What follows belongs to an exercise in optimizing a design on an open flow for small area; a production flow would make more cautious choices.
Where RTL was checked, it was by simulation tests only, not by an equivalence proof against the original.
The clock port is modelled as an ideal driver; clocking choices that lean on that would not hold on a real chip.
No activity file was given, so power comes from the tool's default toggle rates.

== the baseline ==
// task2
module task2 (clock, reset_neg, PS2_clock, PS2_data, finish_flag, neg_edge, overflow, bit_counter, output_data, output_data_2, Seven_Segment_display, Seven_Segment_display_1);
Size: roughly 41 I/O pins, ~1800 um2 of cells after synthesis.
clock: 10.0 ns
lec_check: 0
cap_margin: 20
core_margin: 2
core_utilization: 40
slew_margin: 20
standard.sh (not shown) runs the stock make flow with config.mk's settings and CLKGATE_MAP_FILE= SYNTH_SCRIPT=/design/flow/synth_recipe.tcl, a recipe that flattens the netlist after the stock synthesis.
==> flow/flow/run.sh <==
#!/bin/bash
# Layout flow.
#  1. the standard synthesis (kept as synth_standard.v for reference).
#  2. Our own synthesis of the same design (own_synth.tcl): the same front end
#     (flattened, no fsm/share passes, registers named after the wires they
#     drive), no adder extraction and an area-oriented ABC mapping. It is used
#     only if its registers (names and cell types) are exactly those of the
#     standard synthesis; otherwise the standard netlist's logic is re-mapped
#     for area with its flip-flops untouched (reopt.tcl).
#  3. the standard layout of that netlist, with port buffers made from
#     buf_1, tie cells shared between constant outputs, and a clock tree of
#     clkbuf_4 without dummy loads.
# Each tool writes its own log in this folder.
set -euo pipefail
here=$(pwd)
res=$here/orfs/results/$FLOW_PLATFORM/task2/base
lib=$FLOW_HOME/platforms/sky130hd/lib/sky130_fd_sc_hd__tt_025C_1v80.lib
yosys=$FLOW_HOME/../tools/install/yosys/bin/yosys
export BUFFER_PORTS_ARGS="-buffer_cell sky130_fd_sc_hd__buf_1"
export SKIP_REPAIR_TIE_FANOUT=1
export CTS_ARGS="-sink_clustering_enable -repair_clock_nets -dont_use_dummy_load -buf_list sky130_fd_sc_hd__clkbuf_4"

bash standard.sh $res/1_2_yosys.v > standard_synth.log 2>&1
cp $res/1_2_yosys.v $here/synth_standard.v

flops() { grep -E '^ *sky130_fd_sc_hd__[a-z0-9_]+ ' "$1" | awk '{print $2, $1}' | grep -E ' sky130_fd_sc_hd__(df|edf|sdf|dl)' | sort; }

OS_LIB=$lib OS_IN=$here/design.v OS_TOP=$FLOW_TOP OS_OUT=$here/synth_own.v OS_SCRIPT=$here/flow/area.abc \
  $yosys -c $here/flow/own_synth.tcl > own_synth.log 2>&1 || true
if [[ -s $here/synth_own.v ]] && [[ "$(flops $here/synth_own.v)" == "$(flops $here/synth_standard.v)" ]]; then
  echo "using own synthesis" > synth_choice.txt
  cp $here/synth_own.v $res/1_2_yosys.v
else
  echo "registers differ: re-mapping the standard netlist" > synth_choice.txt
  REOPT_LIB=$lib REOPT_IN=$here/synth_standard.v REOPT_OUT=$here/synth_reopt.v REOPT_TOP=$FLOW_TOP \
  REOPT_SCRIPT=$here/flow/area.abc $yosys -c $here/flow/reopt.tcl > reopt.log 2>&1
  cp $here/synth_reopt.v $res/1_2_yosys.v
fi
flops $res/1_2_yosys.v > registers_used.txt
flops $here/synth_standard.v > registers_standard.txt

bash standard.sh finish > standard_finish.log 2>&1
Other scripts of this flow, unchanged in this note and not shown: flow/flow/area.abc, flow/flow/own_synth.tcl, flow/flow/reopt.tcl
Both conditions hold for the baseline: the flow ran to the end and the final layout passed the timing, design-rule and antenna checks.
### the baseline -> the candidate
diff --git a/flow/flow/run.sh b/flow/flow/run.sh
--- a/flow/flow/run.sh
+++ b/flow/flow/run.sh
@@ -21 +21 @@
-export CTS_ARGS="-sink_clustering_enable -repair_clock_nets -dont_use_dummy_load -buf_list sky130_fd_sc_hd__clkbuf_4"
+export CTS_ARGS="-sink_clustering_enable -repair_clock_nets -dont_use_dummy_load -buf_list sky130_fd_sc_hd__clkbuf_8 -sink_clustering_size 34 -sink_clustering_max_diameter 1000 -sink_clustering_levels 1"
Reported for the baseline and the candidate, die height turned out identical to the last digit.
Accumulated negative setup slack: the candidate vs the baseline, no meaningful difference
Sum of internal, switching and leakage power (the candidate over the baseline): increase, about 11%
Summary: wire length, the candidate better than the baseline
Re final routed wire length divided by cell count: the candidate is 1.3% down on the baseline.
Going from the baseline to the candidate, die width shows no meaningful change, maximum frequency shows an increase of about 1.2%, clock skew shows a reduction of 0.0076 ns.
Post-route worst setup slack for the candidate: 0.069 ns up relative to the baseline
Against the baseline, the candidate comes in 0.05 ns lower on clock insertion delay at the later pin of the skew report.
Worst endpoint data arrival time, the baseline and the candidate, higher one = the baseline.

---

Another version of the RTL of task2 (not shown whole).
Size in the first run: about 230 cells after synthesis, about 34 flip-flops.
==> flow/config.mk <==
export PLATFORM = sky130hd
export DESIGN_NAME = task2
export DESIGN_NICKNAME = task2
export VERILOG_FILES = /design/flow/design.v
export SDC_FILE = /design/flow/constraint.sdc
export NUM_CORES = 4
export LEC_CHECK = 0
export CAP_MARGIN = 20
export CORE_MARGIN = 2
export CORE_UTILIZATION = 40
export SLEW_MARGIN = 20
==> flow/constraint.sdc <==
create_clock -name core_clock -period 10.0 [get_ports {clock}]
set_input_delay 2.0000 -clock core_clock [delete_from_list [all_inputs] [get_ports {clock}]]
set_output_delay 2.0000 -clock core_clock [all_outputs]
set_load 0.01 [all_outputs]
==> flow/flow/run.sh <==
#!/bin/bash
set -o pipefail
cp standard.sh standard.sh.txt 2>/dev/null
export BUFFER_PORTS_ARGS="-buffer_cell sky130_fd_sc_hd__buf_1"
bash standard.sh > standard.log 2>&1
Rerun with:
==> flow/flow/run.sh (replaced) <==
#!/bin/bash
set -o pipefail
export BUFFER_PORTS_ARGS="-buffer_cell sky130_fd_sc_hd__buf_1"
export CTS_ARGS="-sink_clustering_enable -repair_clock_nets -dont_use_dummy_load -buf_list sky130_fd_sc_hd__clkbuf_4 -sink_clustering_size 40 -sink_clustering_max_diameter 300"
bash standard.sh > standard.log 2>&1
Fmax decreases by about 1.7%. Power decreases by about 25%. Register-to-register slack barely changes. Cell area decreases by about 4%. Final cell count decreases by 0.94%. Non-clock buffer count is unchanged. Clock power decreases by about 56%. Setup slack loses 0.074 ns. Global-route usage decreases by 0.17 points. Sequential power stays flat. Combinational power barely changes.
Function was not checked in any run of this note: the RTL went through the layout flow alone.

---

task2 with an RTL version that a note above also has.
Size: roughly 210 cells after synthesis, about 41 I/O pins.
// task2
module task2 (clock, reset_neg, PS2_clock, PS2_data, finish_flag, neg_edge, overflow, bit_counter, output_data, output_data_2, Seven_Segment_display, Seven_Segment_display_1);
input clock, reset_neg, PS2_clock, PS2_data;
output logic finish_flag, neg_edge, overflow;
output logic [3:0] bit_counter;
output logic [6:0] Seven_Segment_display, Seven_Segment_display_1;
output logic [7:0] output_data, output_data_2;
logic filt;
logic [3:0] run;
logic run_inc;
assign run_inc = PS2_clock ^ filt ^ run[3];
always_ff @(posedge clock, negedge reset_neg)
if (!reset_neg) begin
  filt <= 1'b0;
  run <= 4'd0;
end else begin
  filt <= filt ^ run[3];
  run[0] <= run_inc & ~run[0];
  run[1] <= run_inc & (run[1] ^ run[0]);
  run[2] <= run_inc & (run[2] ^ (run[1] & run[0]));
  run[3] <= run_inc & run[2] & run[1] & run[0];
end
assign neg_edge = filt & run[3];
logic [3:0] cs;
logic idle;
assign idle = cs[3] & cs[2];
assign bit_counter = {cs[3] & ~cs[2], cs[2] & ~cs[3], cs[1:0]};
assign overflow = cs[3] & cs[1];
assign finish_flag = overflow;
always_ff @(posedge clock, negedge reset_neg)
if (!reset_neg)
  cs <= 4'b1100;
else if (overflow)
  cs <= 4'b1100;
else if (neg_edge)
  cs <= idle ? 4'd0 : cs + 4'd1;
logic [7:0] rx;
always_ff @(posedge clock)
if (neg_edge & ~cs[3])
  rx <= {PS2_data, rx[7:1]};
logic is_f0, is_5a, is_dig;
logic [3:0] dig;
assign is_f0 = rx == 8'hF0;
assign is_5a = rx == 8'h5A;
assign is_dig = (rx == 8'h45) | (rx == 8'h16) | (rx == 8'h1E) | (rx == 8'h26) | (rx == 8'h25) |
                (rx == 8'h2E) | (rx == 8'h36) | (rx == 8'h3D) | (rx == 8'h3E) | (rx == 8'h46);
assign dig[0] = (~rx[4] & rx[1]) | (rx[4] & rx[0]) | (~rx[5] & ~rx[3] & rx[1]);
assign dig[1] = (~rx[5] & rx[3]) | (rx[5] & ~rx[3] & rx[1]) | (rx[4] & rx[0]);
assign dig[2] = (rx[5] & rx[4] & ~rx[3]) | (~rx[4] & rx[3]) | (rx[5] & rx[0]);
  ...
==> flow/config.mk <==
export PLATFORM = sky130hd
export DESIGN_NAME = task2
export DESIGN_NICKNAME = task2
export VERILOG_FILES = /design/flow/design.v
export SDC_FILE = /design/flow/constraint.sdc
export NUM_CORES = 4
export LEC_CHECK = 0
export CAP_MARGIN = 20
export CORE_MARGIN = 2
export CORE_UTILIZATION = 40
export SLEW_MARGIN = 20
==> flow/constraint.sdc <==
create_clock -name core_clock -period 10.0 [get_ports {clock}]
set_input_delay 2.0000 -clock core_clock [delete_from_list [all_inputs] [get_ports {clock}]]
set_output_delay 2.0000 -clock core_clock [all_outputs]
set_load 0.01 [all_outputs]
==> flow/flow/run.sh <==
#!/bin/bash
# Layout flow.
#  1. the standard synthesis (kept as synth_standard.v for reference).
#  2. Our own synthesis of the same design (own_synth.tcl): the same front end
#     (flattened, no fsm/share passes, registers named after the wires they
#     drive), no adder extraction and an area-oriented ABC mapping. It is used
#     only if its registers (names and cell types) are exactly those of the
#     standard synthesis; otherwise the standard netlist's logic is re-mapped
#     for area with its flip-flops untouched (reopt.tcl).
#  3. the standard layout of that netlist, with port buffers made from
#     buf_1, and a clock tree of
#     clkbuf_4 without dummy loads.
# Each tool writes its own log in this folder.
set -euo pipefail
here=$(pwd)
res=$here/orfs/results/$FLOW_PLATFORM/task2/base
lib=$FLOW_HOME/platforms/sky130hd/lib/sky130_fd_sc_hd__tt_025C_1v80.lib
yosys=$FLOW_HOME/../tools/install/yosys/bin/yosys
export BUFFER_PORTS_ARGS="-buffer_cell sky130_fd_sc_hd__buf_1"
export CTS_ARGS="-sink_clustering_enable -repair_clock_nets -dont_use_dummy_load -buf_list sky130_fd_sc_hd__clkbuf_4"

bash standard.sh $res/1_2_yosys.v > standard_synth.log 2>&1
cp $res/1_2_yosys.v $here/synth_standard.v

flops() { grep -E '^ *sky130_fd_sc_hd__[a-z0-9_]+ ' "$1" | awk '{print $2, $1}' | grep -E ' sky130_fd_sc_hd__(df|edf|sdf|dl)' | sort; }

OS_LIB=$lib OS_IN=$here/design.v OS_TOP=$FLOW_TOP OS_OUT=$here/synth_own.v OS_SCRIPT=$here/flow/area.abc \
  $yosys -c $here/flow/own_synth.tcl > own_synth.log 2>&1 || true
if [[ -s $here/synth_own.v ]] && [[ "$(flops $here/synth_own.v)" == "$(flops $here/synth_standard.v)" ]]; then
  echo "using own synthesis" > synth_choice.txt
  cp $here/synth_own.v $res/1_2_yosys.v
else
  echo "registers differ: re-mapping the standard netlist" > synth_choice.txt
  REOPT_LIB=$lib REOPT_IN=$here/synth_standard.v REOPT_OUT=$here/synth_reopt.v REOPT_TOP=$FLOW_TOP \
  REOPT_SCRIPT=$here/flow/area.abc $yosys -c $here/flow/reopt.tcl > reopt.log 2>&1
  cp $here/synth_reopt.v $res/1_2_yosys.v
fi
flops $res/1_2_yosys.v > registers_used.txt
flops $here/synth_standard.v > registers_standard.txt

bash standard.sh finish > standard_finish.log 2>&1
Other scripts of this flow, unchanged in this note and not shown: flow/flow/area.abc, flow/flow/own_synth.tcl, flow/flow/reopt.tcl
Rerun with:
--- a/flow/flow/run.sh
+++ b/flow/flow/run.sh
@@ -10,4 +10,4 @@
 #  3. the standard layout of that netlist, with port buffers made from
-#     buf_1, and a clock tree of
-#     clkbuf_4 without dummy loads.
+#     buf_1, tie cells shared between constant outputs, and the clock
+#     driven to all registers by one clkbuf_16.
 # Each tool writes its own log in this folder.
@@ -19,3 +19,7 @@
 export BUFFER_PORTS_ARGS="-buffer_cell sky130_fd_sc_hd__buf_1"
-export CTS_ARGS="-sink_clustering_enable -repair_clock_nets -dont_use_dummy_load -buf_list sky130_fd_sc_hd__clkbuf_4"
+export SKIP_REPAIR_TIE_FANOUT=1
+# The clock tree is one clkbuf_16 at the centre of the registers, inserted by
+# flow/pre_cts.tcl; CTS then finds no net left to buffer.
+export PRE_CTS_TCL=$(pwd)/flow/pre_cts.tcl
+export CTS_ARGS="-clk_nets clock -dont_use_dummy_load -buf_list sky130_fd_sc_hd__clkbuf_4"
 
==> flow/flow/pre_cts.tcl (new file) <==
# Drive all register clock pins from one clock buffer placed at their centre.
set block [ord::get_db_block]
set clk_net [$block findNet clock]
set sinks {}
set xs 0; set ys 0
foreach it [$clk_net getITerms] {
  lappend sinks $it
  set bb [[$it getInst] getBBox]
  set xs [expr {$xs + ([$bb xMin] + [$bb xMax]) / 2}]
  set ys [expr {$ys + ([$bb yMin] + [$bb yMax]) / 2}]
}
set n [llength $sinks]
puts "clock sinks: $n"
set master [[ord::get_db] findMaster sky130_fd_sc_hd__clkbuf_16]
set inst [odb::dbInst_create $block $master clkroot_buf]
set net [odb::dbNet_create $block clkroot_net]
$net setSigType CLOCK
foreach it $sinks { $it disconnect; $it connect $net }
[$inst findITerm A] connect $clk_net
[$inst findITerm X] connect $net
$inst setLocation [expr {$xs / $n}] [expr {$ys / $n}]
$inst setPlacementStatus PLACED
- worst setup slack is better by 0.19 ns
- die area is unchanged
- routed wire length came out lower by about 5%
- sequential power is about the same
- total power came out lower by 4.8%
- final area came out lower by about 2%
- global-route usage came out lower by 1.3 points

---

== run M ==
task2 with an RTL version that a note above also has.
For scale: ~230 cells after synthesis, roughly 34 flip-flops, about 2200 µm² of cells after synthesis.
==> flow/config.mk <==
export PLATFORM = sky130hd
export DESIGN_NAME = task2
export DESIGN_NICKNAME = task2
export VERILOG_FILES = /design/flow/design.v
export SDC_FILE = /design/flow/constraint.sdc
export NUM_CORES = 4
export LEC_CHECK = 0
export CAP_MARGIN = 20
export CORE_MARGIN = 2
export CORE_UTILIZATION = 40
export SLEW_MARGIN = 20
==> flow/constraint.sdc <==
create_clock -name core_clock -period 10.0 [get_ports {clock}]
set_input_delay 2.0000 -clock core_clock [delete_from_list [all_inputs] [get_ports {clock}]]
set_output_delay 2.0000 -clock core_clock [all_outputs]
set_load 0.01 [all_outputs]
==> flow/flow/run.sh <==
#!/bin/bash
set -o pipefail
export BUFFER_PORTS_ARGS="-buffer_cell sky130_fd_sc_hd__buf_1"
export CTS_ARGS="-sink_clustering_enable -repair_clock_nets -dont_use_dummy_load -buf_list sky130_fd_sc_hd__clkbuf_8"
bash standard.sh > standard.log 2>&1
Run M was carried through to the last stage, and its layout satisfied the timing, design-rule and antenna checks.
For run P, these inputs were changed with respect to run M:
==> flow/run.sh (new file) <==
#!/bin/bash
# synth_recipe.tcl (not shown) runs the flow's synth.tcl, then flattens the netlist and writes it again
# the make line also repeats each setting of config.mk as NAME=value (left out here)
make -C /OpenROAD-flow-scripts/flow DESIGN_CONFIG=/design/flow/config.mk WORK_HOME=/design/flow/orfs CLKGATE_MAP_FILE= SYNTH_SCRIPT=/design/flow/synth_recipe.tcl finish
removed: flow/flow/run.sh
removed: flow/standard.sh
## What came out
On register-to-register slack, run P and run M are neck and neck. Compared run P vs run M, and fraction of power spent switching nets is down in run P. Maximum frequency: run P vs run M down about 8%. Looking at routed wire length, run P sits 0.66% higher than run M does. Worst voltage drop across the vdd grid: run P higher than run M. Between run P and run M, total power draw is lower for run M, run P comes in above that. Re number of standard cells in the layout, taps in and fillers out: run M was lower than run P. On leakage dissipation: between run P and run M, it ends up higher for run P. Switching power of the nets: run P vs run M up about 2.7%.
No functional check of the RTL was part of any run of this note.

afterwards: timing with drivers on the ports:
In the flow no input, the clock included, has a driving cell. The finished layouts below were timed again as built, in two steps.
Step 1, drivers: a clkbuf_16 drives clock and a buf_2 each remaining input, both assumed.
Step 2 moves the port delays by t, midway between the first and last clock arrival at a register: inputs arrive t later, outputs are due t later. That takes back most of the time a late clock gives input paths.
Three values: no drivers, after step 1, after step 2; two values: the first two.
| run | shift t [ns] | setup slack, ns | worst data-port slew with drivers (ns) |
|---|---|---|---|
| the baseline | 0.342 | 3.996 / 3.972 / 4.314 | 0.03 |
| the candidate | 0.295 | 4.066 / 4.041 / 4.336 | 0.03 |
| the first run of note 2 | 0.309 | 5.674 / 5.646 / 5.955 | 0.03 |
| the second run of note 2 | 0.350 | 5.601 / 5.576 / 5.925 | 0.03 |
| the first run of note 3 | 0.336 | 3.981 / 3.959 / 4.295 | 0.03 |
| the second run of note 3 | 0.199 | 4.170 / 4.141 / 4.340 | 0.03 |
| run M | 0.305 | 5.659 / 5.630 / 5.935 | 0.03 |
| run P | 0.299 | 5.264 / 5.238 / 5.537 | 0.03 |
After both steps every run listed still meets setup and hold.
